From an optimization exercise on the open Yosys and OpenROAD flow, aimed at small area and a short achievable clock period; shortcuts taken in it are not production practice. In this exercise RTL edits were held to simulation tests only and were not proved equivalent to the original. Power and IR drop assume default switching activity.

==> flow/design.v (outline; a module is shown in full before it is edited, if it fits) <==
// module fpm: 3019 lines
// module fadd: 4 lines
// module bsel: 5 lines
// module ao22: 3 lines
// module hadd: 4 lines
module fpm(
    input [32:1] a,
    input [32:1] b,
    input clk,
    input rst,
    input in_valid,
    output [32:1] c,
    output out_valid
    );
  // ...
==> flow/run.sh <==
#!/bin/bash
# synth_recipe.tcl (not shown) runs the flow's synth.tcl, then flattens the netlist and writes it again
# the make line also repeats each setting of config.mk as NAME=value (left out here)
make -C /OpenROAD-flow-scripts/flow DESIGN_CONFIG=/design/flow/config.mk WORK_HOME=/design/flow/orfs CLKGATE_MAP_FILE= SYNTH_SCRIPT=/design/flow/synth_recipe.tcl finish
==> flow/config.mk <==
export PLATFORM = sky130hd
export DESIGN_NAME = fpm
export DESIGN_NICKNAME = fpm
export VERILOG_FILES = /design/flow/design.v
export SDC_FILE = /design/flow/constraint.sdc
export NUM_CORES = 4
export LEC_CHECK = 0
export CAP_MARGIN = 20
export CORE_MARGIN = 2
export CORE_UTILIZATION = 35
export SETUP_SLACK_MARGIN = 2.5
export SLEW_MARGIN = 20
export SYNTH_HIERARCHICAL = 1
export SYNTH_MINIMUM_KEEP_SIZE = 0
export TNS_END_PERCENT = 0
==> flow/constraint.sdc <==
create_clock -name core_clock -period 5.0 [get_ports {clk}]
set_input_delay 1.0000 -clock core_clock [delete_from_list [all_inputs] [get_ports {clk}]]
set_output_delay 1.0000 -clock core_clock [all_outputs]
set_load 0.01 [all_outputs]
==> key figures, run 1 <==
Outcome
  • Run status: no timing/DRC/antenna violations

Layout
  • Finished Core Util: 0.4667
  • Fraction of area in non-clock buffers: 0.1088
  • Layout cells sized above 1: 0.2015
  • Sequential cell area: 6913 sq um
  • Number of clock buffers in the layout: 48
  • Most common library cell in the layout ignoring fill and taps: dfxtp_1
  • Antenna diode count: 1

Detailed routing
  • DR top layer: met4
  • Routed wire length: 69.88 mm
  • DRC violations left: 0
  • Met2 WL: 30.64 mm
  • Met3 WL: 7.721 mm

Worst setup path
  • Crit path max fanout: 10
  • Top cell by count, worst path: fa_1
  • Crit. End Element: flop
  • Crit path to: q2_s385$_DFF_P_

STA
  • Hold slack final: 0.3210 ns
  • Clock skew: 0.03312 ns
  • Final Cycle Share: 0.5849

Power
  • Final Total Pwr: 16930 uW
  • Peak supply drop: 0.4152 mV
  • Clock group power: 2830 uW
  • Sequential power share: 0.274

Synth
  • Post-synthesis xor/xnor area fraction: 0.1325
  • Most frequent cells after synthesis: 340 x dfxtp_1, 280 x xor2_1, 264 x a22o_1
  • Yosys synthesis warning count: 7
  • Post-synth EDFFs: 0
  • Adder-cell share of the synthesized area: 0.3084
  • Area share of and/or/nand/nor cells after synthesis: 0.05432

Global routing
  • Met3 Usage GRT: 0.06453

Hold path
  • Hold Path End: q3_pp1038$_DFF_P_

Place
  • Post-DP HPWL: 40.30 mm

Floorplanning
  • Die width: 248.3 um
==> run 2: changes to the inputs <==
--- a/flow/config.mk
+++ b/flow/config.mk
@@ -8,8 +8,6 @@
 export CAP_MARGIN = 20
 export CORE_MARGIN = 2
 export CORE_UTILIZATION = 35
-export SETUP_SLACK_MARGIN = 2.5
 export SLEW_MARGIN = 20
 export SYNTH_HIERARCHICAL = 1
 export SYNTH_MINIMUM_KEEP_SIZE = 0
-export TNS_END_PERCENT = 0
==> run 2 against run 1 <==
Still clean. Critical path type unchanged. Largest power group unchanged. Clock-buffer cell count is 2 higher. Worst hold slack gained 0.0038 ns. Core utilization shrank 4.9 points.
==> key figures, run 2 <==
Outcome
  • Run status: no timing/DRC/antenna violations (unchanged)

Detailed routing
  • Met2 WL: 26.43 mm (was 30.64 mm)
  • Vias per inst: 5.210 (was 5.575)
  • DRC violations left: 0 (unchanged)
  • Met3 WL: 4.279 mm (was 7.721 mm)
  • Detail Route Antenna Nets: 0 (unchanged)
  • M1 WL: 25.62 mm (was 27.04 mm)
  • Routed wire length: 57.61 mm (was 69.88 mm)
  • DR top layer: met4 (unchanged)
  • DR iter-0 viols: 984 (was 1665)
  • Drt pass-1 iters: 5 (was 8)
  • Avg WL per Cell: 21.00 um (was 24.24 um)
  • Via count: 14290 (was 16070)

Place
  • Post-DP HPWL: 41.84 mm (was 40.30 mm)
  • Placed Cells: 2674 (was 2630)
  • RD Place Congestion: 0.8748 (was 0.8546)
  • IO buf count: 99 (unchanged)

Global routing
  • Gr ovfl total: 0 (unchanged)
  • Initial antenna violation count: 1 (was 0)
  • First-pass GRT wire length: 91.32 mm (was 106.2 mm)
  • Largest net degree at the start of global routing: 35 (was 28)
  • All-Layer GR Usage: 0.1932 (was 0.2300)
  • Vias in the first global route: 15370 (was 17190)

Clocking
  • Worst skew pair latency: 0.57 ns (was 0.58 ns)
  • Post-CTS setup buffer count: 0 (was 141)
  • Root buf cell: clkbuf_16 (unchanged)
  • CTS H-tree depth: 2 (unchanged)
  • Clock sink total: 340 (unchanged)
  • Post-CTS Hold Buffers: 0 (unchanged)
  • Worst-path clk slew: 0.06 ns (about the same)
  • Post_cts resized: 0 (was 124)
  • CTS tree: done (unchanged)
  • Max clock buf depth: 3 (unchanged)
  • Num CTS Buffers: 39 (unchanged)

Synth
  • Dominant synthesized flop cell: dfxtp_1 (unchanged)
  • Share of the synthesized area in the top cell type: 0.3258 (unchanged)
  • Ranking of synthesized cells by area: dfxtp_1 33%, fa_1 24%, xor2_1 12%, a22o_1 11%, ha_1 6.6% (unchanged)
  • Mapped Cells: 1741 (unchanged)
  • Count leader, synth: dfxtp_1 (unchanged)
  • Post-synthesis sequential area ratio: 0.3258 (unchanged)
  • Synthesized flop and latch total: 340 (unchanged)
  • Yosys top cell by area: dfxtp_1 (unchanged)
  • Post-synth EDFFs: 0 (unchanged)
  • Syn Std Cell Area: 20890 sq um (unchanged)
  • Most frequent cells after synthesis: 340 x dfxtp_1, 280 x xor2_1, 264 x a22o_1 (unchanged)
  • Post-synthesis async set-or-reset flop share: 0 (unchanged)
  • Yosys synthesis warning count: 7 (unchanged)
  • Netlist cell types: 46 (unchanged)
  • Avg Synthesized Cell Area: 12.00 sq um (unchanged)

Layout
  • Area grow syn2layout: 17.85% (was 31.83%)
  • Max reg flops: 32 (unchanged)
  • Final #Nets: 2372 (was 2509)
  • Antenna diode count: 0 (was 1)
  • Most common library cell in the layout ignoring fill and taps: dfxtp_1 (unchanged)
  • Finished Layout Cells: 2743 (was 2883)
  • Largest regs: q_c: 32 flops, vld: 4 flops (unchanged)
  • Layout cells sized above 1: 0.07208 (was 0.2015)
  • FILL cells: 5568 (was 5281)
  • Register name with the most flops: q_c (unchanged)
  • Commonest cells after routing, fill and taps aside: 333 x dfxtp_1, 280 x xor2_1, 264 x a22o_1 (was 299 x dfxtp_1, 264 x a22o_1, 255 x xor2_1)

Worst setup path
  • CP required: 5.43 ns (was 5.44 ns)
  • Critical Path AT: 4.24 ns (was 3.37 ns)
  • CP startpoint kind: flop (unchanged)
  • R2R cell count: 9 (unchanged)
  • Crit. End Element: flop (unchanged)
  • Crit Path Class: flop to flop (unchanged)
  • Crit path max fanout: 34 (was 10)

STA
  • Sum of negative setup slack: 0 ns (unchanged)
  • Clock skew: 0.03079 ns (was 0.03312 ns)
  • Shortest period the worst path allows: 3.814 ns (was 2.925 ns)
  • RSZ-0062 raised after global routing: no (was yes)
  • Final Setup Violations: 0 (unchanged)
  • Fin. max-slew vios: 0 (unchanged)
  • Peak Freq: 262.2 MHz (was 341.9 MHz)
  • Worst rel slew slack: 0.1925 (was 0.3230)
  • Worst-Margin Slew: 1.210 ns (was 1.014 ns)
  • Final hold vios: 0 (unchanged)
  • Final Cycle Share: 0.7628 (was 0.5849)

Run
  • Total of max-cap violations: 0 (unchanged)

Floorplanning
  • Site Rows: 89 (unchanged)
  • Starting Density: 0.3540 (unchanged)
  • DIE AREA: 61660 sq um (unchanged)
  • Core area: 59020 sq um (unchanged)
  • I/O Pins: 100 (unchanged)
  • Vert. Die Dim: 248.3 um (unchanged)
  • Die width: 248.3 um (unchanged)

Power
  • Cell Pwr Density: 667.9 nW/um^2 (was 614.8 nW/um^2)
  • Lkg Pwr: 0.01060 uW (was 0.01162 uW)
  • Peak supply drop: 0.4275 mV (was 0.4152 mV)

Hold path
  • Hold Crit Class: flop to flop (unchanged)
  • Hold path depth: 0 (unchanged)
run 2: cell counts after synthesis:
No cell type changed its count.
run 2: worst paths after layout:
path	slack, ns	from	end
hold / removal	0.32	q3_w_sgn$_DFF_P_	q_c[31]$_DFF_P_
setup / recovery	1.19	q1_b_8$_DFF_P_	q2_s561$_DFF_P_
hold reg to reg	0.32	q3_w_sgn$_DFF_P_	q_c[31]$_DFF_P_
setup reg to reg	1.19	q1_b_8$_DFF_P_	q2_s561$_DFF_P_
run 2: report_power, final:
part	total, uW	leakage (uW)	switching (uW)	internal [uW]
Clock	2840	0.000626	1160	1690
Combinational	9020	0.00712	4780	4240
Sequential	4580	0.00285	571	4010
Total	16400	0.0106	6510	9940
run 2: Yosys stat by module (local to each module, per instance):
module  cell area (sq um)  copies in the design  flops+latches
hadd                12.51                    34              0
ao22                8.758                   264              0
fadd                20.02                   251              0
bsel                8.758                   264              0
fpm                 10820                     1            340
run 2: per-layer routing:
metal	up-vias	global-route usage
met4	0	0.06075
met5	-	0
met1	7104	0.2610
li1	6528	-
met3	85	0.04062
met2	574	0.3096
run 2: stage by stage:
stage	util	setup WS (ns)	area (sq um)	total power (uW)	hold WS, ns
6_report	0.4172	1.186	24620	16450	0.3248
2_1_floorplan	-	0.4022	20980	10750	0.3096
3_5_place_dp	0.3950	1.188	23310	13730	0.3121
4_1_cts	0.4170	1.197	24610	16740	0.3250
3_3_place_gp	0.3948	1.203	23300	13530	0.3107
5_1_grt	0.4172	0.9930	24620	18180	0.3289
run 2: worst max-delay path: stages, from the launching register on:
cell	delay [ns]
dfxtp_2	1.02
inv_1	0.26
nand3_1	0.15
o21ai_1	0.07
buf_4	0.25
a22o_1	0.25
xor2_1	0.16
fa_1	0.58
fa_1	0.47
fa_1	0.48
run 2: cell type report:
type	instances	area (sq um)	share of cell area
Multi-Input combinational cell	1345	13890	0.5639
Tap cell	773	967.2	0.03928
Inverter	58	217.7	0.008842
Clock inverter	19	235.2	0.009553
Timing Repair Buffer	158	1434	0.05823
Sequential cell	340	6815	0.2768
Clock buffer	50	1067	0.04335
run 2: logic make-up after synthesis:
family                   synth area share
AO/OA/AOI/OAI                      0.1543
adder cells (fa/ha/maj)            0.3084
flip-flops                         0.3258
XOR/XNOR                           0.1325
AND/OR/NAND/NOR                   0.05432
buffers and inverters             0.01527
multiplexers                     0.009282
other                           0.0001795
==> run 3: changes to the inputs <==
==> flow/config.mk (replaced) <==
export PLATFORM = sky130hd
export DESIGN_NAME = fpm
export DESIGN_NICKNAME = fpm
export VERILOG_FILES = /design/flow/design.v
export SDC_FILE = /design/flow/constraint.sdc
export NUM_CORES = 4
export LEC_CHECK = 0
export CAP_MARGIN = 50
export CORE_MARGIN = 2
export CORE_UTILIZATION = 60
export SETUP_SLACK_MARGIN = 2.5
export SLEW_MARGIN = 70
export SYNTH_HIERARCHICAL = 1
export SYNTH_MINIMUM_KEEP_SIZE = 0
export TNS_END_PERCENT = 0
==> run 3 against run 2 <==
Fmax is 25% higher. Wire length is 0.43% lower. Sequential power is 0.9% higher. Critical path depth is 2 higher. Sequential share of layout area is 1.1 points lower. Flip-flop and latch count stayed put. Critical endpoint is now q2_s651$_DFF_P_. Largest power group unchanged.
==> key figures, run 3 <==
Outcome
  • Run status: no timing/DRC/antenna violations (unchanged)

Global routing
  • Initial antenna violation count: 2 (was 1)
  • Vias in the first global route: 15810 (was 15370)
  • Gr ovfl total: 0 (unchanged)
  • Largest net degree at the start of global routing: 27 (was 35)
  • First-pass GRT wire length: 88.98 mm (was 91.32 mm)
  • All-Layer GR Usage: 0.3219 (was 0.1932)

Power
  • Peak supply drop: 0.6401 mV (was 0.4275 mV)
  • Int Pwr: 9984 uW (was 9936 uW)
  • Clock power share: 0.161 (was 0.173)
  • Switching power share of the total: 0.3945 (was 0.3959)
  • Switching power: 6506 uW (was 6511 uW)
  • Cell Pwr Density: 632.2 nW/um^2 (was 667.9 nW/um^2)
  • Combinational power share: 0.559 (was 0.548)
  • Sequential power share: 0.280 (was 0.279)
  • Lkg Pwr: 0.01125 uW (was 0.01060 uW)

Place
  • IO buf count: 99 (unchanged)
  • RD Place Congestion: 0.9082 (was 0.8748)
  • Post-DP HPWL: 40.67 mm (was 41.84 mm)
  • Place WS: 1.641 ns (was 1.188 ns)

STA
  • Final Worst Setup Slack: 1.941 ns (was 1.186 ns)
  • Final hold vios: 0 (unchanged)
  • Sum of negative setup slack: 0 ns (unchanged)
  • Shortest period the worst path allows: 3.059 ns (was 3.814 ns)
  • Final Cycle Share: 0.6117 (was 0.7628)
  • Clock skew: 0.03103 ns (was 0.03079 ns)
  • RSZ-0062 raised after global routing: yes (was no)
  • Peak Freq: 327.0 MHz (was 262.2 MHz)
  • Fin. max-slew vios: 0 (unchanged)
  • Final Setup Violations: 0 (unchanged)

Floorplanning
  • I/O Pins: 100 (unchanged)
  • Vert. Die Dim: 190.6 um (was 248.3 um)
  • Site Rows: 68 (was 89)
  • DIE AREA: 36330 sq um (was 61660 sq um)
  • Die width: 190.6 um (was 248.3 um)
  • Core area: 34460 sq um (was 59020 sq um)
  • Starting Density: 0.6063 (was 0.3540)

Worst setup path
  • Reg2reg end: q2_s651$_DFF_P_ (was q2_s561$_DFF_P_)
  • Crit. End Element: flop (unchanged)
  • Crit Path Class: flop to flop (unchanged)
  • CP startpoint kind: flop (unchanged)
  • Worst-path cell chain: buf_16 > buf_4 > nand3_2 > o21ai_4 > buf_6 > buf_6 > a22o_1 > xor2_2 > fa_2 > fa_2 > fa_1 (was inv_1 > nand3_1 > o21ai_1 > buf_4 > a22o_1 > xor2_1 > fa_1 > fa_1 > fa_1)
  • Reg-to-reg setup timing slack: 1.94 ns (was 1.19 ns)
  • CP required: 5.42 ns (was 5.43 ns)
  • Critical Path AT: 3.47 ns (was 4.24 ns)
  • Max stage delay on crit path: 0.54 ns (was 1.02 ns)
  • R2r startpoint: q1_b_6$_DFF_P_ (was q1_b_8$_DFF_P_)
  • Crit path max fanout: 9 (was 34)
  • Worst path slowest cell: fa_2 (was dfxtp_2)
  • Crit path max-delay family: adder cells (unchanged)
  • R2R cell count: 11 (was 9)
  • WP buf/inv: 4 (was 2)

Clocking
  • Root buf cell: clkbuf_16 (unchanged)
  • CTS tree: done (unchanged)
  • Max clock buf depth: 3 (unchanged)
  • Num CTS Buffers: 37 (was 39)
  • Post-CTS Hold Buffers: 0 (unchanged)
  • CTS H-tree depth: 2 (unchanged)
  • Clock sink total: 340 (unchanged)
  • Worst skew pair latency: 0.56 ns (was 0.57 ns)
  • Worst-path clk slew: 0.06 ns (about the same)

Detailed routing
  • DRC violations left: 0 (unchanged)
  • Via count: 15280 (was 14290)
  • Vias per inst: 6.074 (was 5.210)
  • Detail Route Antenna Nets: 0 (unchanged)
  • Routed wire length: 57.36 mm (was 57.61 mm)
  • Drt pass-1 iters: 5 (unchanged)
  • DR iter-0 viols: 1447 (was 984)
  • Avg WL per Cell: 22.80 um (was 21.00 um)

Synth
  • Share of the synthesized area in the top cell type: 0.3258 (unchanged)
  • Post-synthesis async set-or-reset flop share: 0 (unchanged)
  • Count leader, synth: dfxtp_1 (unchanged)
  • Synthesized flop and latch total: 340 (unchanged)
  • Dominant synthesized flop cell: dfxtp_1 (unchanged)
  • Avg Synthesized Cell Area: 12.00 sq um (unchanged)
  • Syn Std Cell Area: 20890 sq um (unchanged)
  • Post-synth EDFFs: 0 (unchanged)
  • Mapped Cells: 1741 (unchanged)
  • Yosys synthesis warning count: 7 (unchanged)
  • Most frequent cells after synthesis: 340 x dfxtp_1, 280 x xor2_1, 264 x a22o_1 (unchanged)
  • Netlist cell types: 46 (unchanged)
  • Ranking of synthesized cells by area: dfxtp_1 33%, fa_1 24%, xor2_1 12%, a22o_1 11%, ha_1 6.6% (unchanged)
  • Yosys top cell by area: dfxtp_1 (unchanged)
  • Post-synthesis sequential area ratio: 0.3258 (unchanged)

Layout
  • Final #Nets: 2466 (was 2372)
  • FILL cells: 2308 (was 5568)
  • Register name with the most flops: q_c (unchanged)
  • Max reg flops: 32 (unchanged)
  • Most common library cell in the layout ignoring fill and taps: dfxtp_1 (unchanged)
  • Area grow syn2layout: 24.84% (was 17.85%)
  • Layout cells sized above 1: 0.1742 (was 0.07208)
  • Commonest cells after routing, fill and taps aside: 301 x dfxtp_1, 263 x a22o_1, 256 x xor2_1 (was 333 x dfxtp_1, 280 x xor2_1, 264 x a22o_1)
  • Antenna diode count: 0 (unchanged)
  • Largest regs: q_c: 32 flops, vld: 4 flops (unchanged)
  • Sequential cell area: 6920 sq um (was 6815 sq um)
  • Multi-input logic area: 14540 sq um (was 13890 sq um)

Hold path
  • Hold Path Origin: q2_w_S0_1$_DFF_P_ (was q3_w_sgn$_DFF_P_)
  • Hold Crit Class: flop to flop (unchanged)
  • Hold path depth: 0 (unchanged)
  • Hold Path End: q3_w_S0_1$_DFF_P_ (was q_c[31]$_DFF_P_)

Run
  • Total of max-cap violations: 0 (unchanged)
-- run 3: timing repair --
item | 4_1_cts | 5_1_grt
gates cloned | 2 | 2
pin swaps | 30 | 19
resized for setup | 47 | 18
setup endpoints to repair | 157 | 168
buffers inserted | 46 | 17
-- run 3: routing by layer --
| metal | share of wire | vias to the layer above | track usage |
|---|---|---|---|
| met3 | 0.11 | 165 | 0.08226 |
| met2 | 0.44 | 889 | 0.4959 |
| li1 | - | 6728 | - |
| met4 | 0.035 | 2 | 0.1243 |
| met1 | 0.41 | 7497 | 0.4387 |
| met5 | 0.00023 | - | 0 |
-- run 3: how the worst max path moves through the flow --
stage / to / cells past startpoint / slack (ns) / start
after floorplan: q2_s561$_DFF_P_ / 7 / 1.99 / q1_b_6$_DFF_P_
after global placement: q2_s651$_DFF_P_ / 7 / 1.48 / q1_b_14$_DFF_P_
after detailed placement: q2_s521$_DFF_P_ / 10 / 1.64 / q1_b_2$_DFF_P_
after CTS: q2_s455$_DFF_P_ / 10 / 2.01 / q1_b_2$_DFF_P_
after global routing: q2_s385$_DFF_P_ / 9 / 1.92 / q1_b_2$_DFF_P_
final: q2_s651$_DFF_P_ / 11 / 1.94 / q1_b_6$_DFF_P_
-- run 3: through the flow --
step	hold WS (ns)	instances	power (uW)	instance area [sq um]	util
floorplan	0.3096	1763	10820	21650	-
global placement	0.3100	2318	13280	23070	0.6695
detailed placement	0.3121	2385	13700	24110	0.6998
CTS	0.3234	2497	16580	25800	0.7488
global route	0.3226	2516	18050	26080	0.7569
finish	0.3235	2516	16490	26080	0.7569
-- run 3: layout make-up --
class                   instances  area share
multi-input cells            1346      0.5576
flip-flops and latches        340      0.2653
repair buffers                253      0.1015
clock buffers                  51     0.03910
well taps                     455     0.02183
inverters                      58    0.009450
clock inverters                13    0.005277
-- run 3: kinds of logic after synthesis --
family / count (synthesis) / synth area share
compound gates: 399 / 0.1543
xor+xnor: 316 / 0.1325
fa+ha+maj: 364 / 0.3084
buf+inv: 78 / 0.01527
flops: 340 / 0.3258
mux: 19 / 0.009282
other cells: 1 / 0.0001795
simple gates: 224 / 0.05432
-- run 3: per-module statistics from Yosys, one instance, submodules excluded --
module	area, sq um	copies in the design	flip-flops and latches	cells
fpm	10820	1	340	928
fadd	20.02	251	0	1
hadd	12.51	34	0	1
ao22	8.758	264	0	1
bsel	8.758	264	0	1
-- run 3: power groups by stage --
stage	registers (uW)	clock network (uW)	logic [uW]
final	4620	2650	9220
after global routing	4730	2800	10500
after CTS	4620	2690	9270
after detailed placement	4680	0	9020
after global placement	4710	0	8570
after floorplan	4600	0	6220

==> what the ideal ports hide <==
The flow's constraints put no driver on any port. The routed layouts listed below were extracted and timed again, unchanged, in two steps. Step 1: set_driving_cell puts a clkbuf_16 on clk and a buf_2 on each other input, an assumption about the parent block. Step 2 moves the port delays by t, midway between the first and last clock arrival at a register: inputs arrive t later, outputs are due t later. That takes back most of the time a late clock gives input paths. a / b / c = no drivers / after step 1 / after step 2; a / b = the first two.
| run | shift t [ns] | setup WS [ns] | cell pins on the clock port's net |
|---|---|---|---|
| run 1 | 0.625 | 2.075 / 2.075 / 1.632 | 1 |
| run 2 | 0.607 | 1.186 / 1.186 / 1.186 | 1 |
| run 3 | 0.601 | 1.941 / 1.941 / 1.668 | 1 |
After both steps every run listed still meets setup and hold. The setup slack of run 1, which loses most, moves by 0.000 ns with the drivers and by -0.443 ns with both steps.
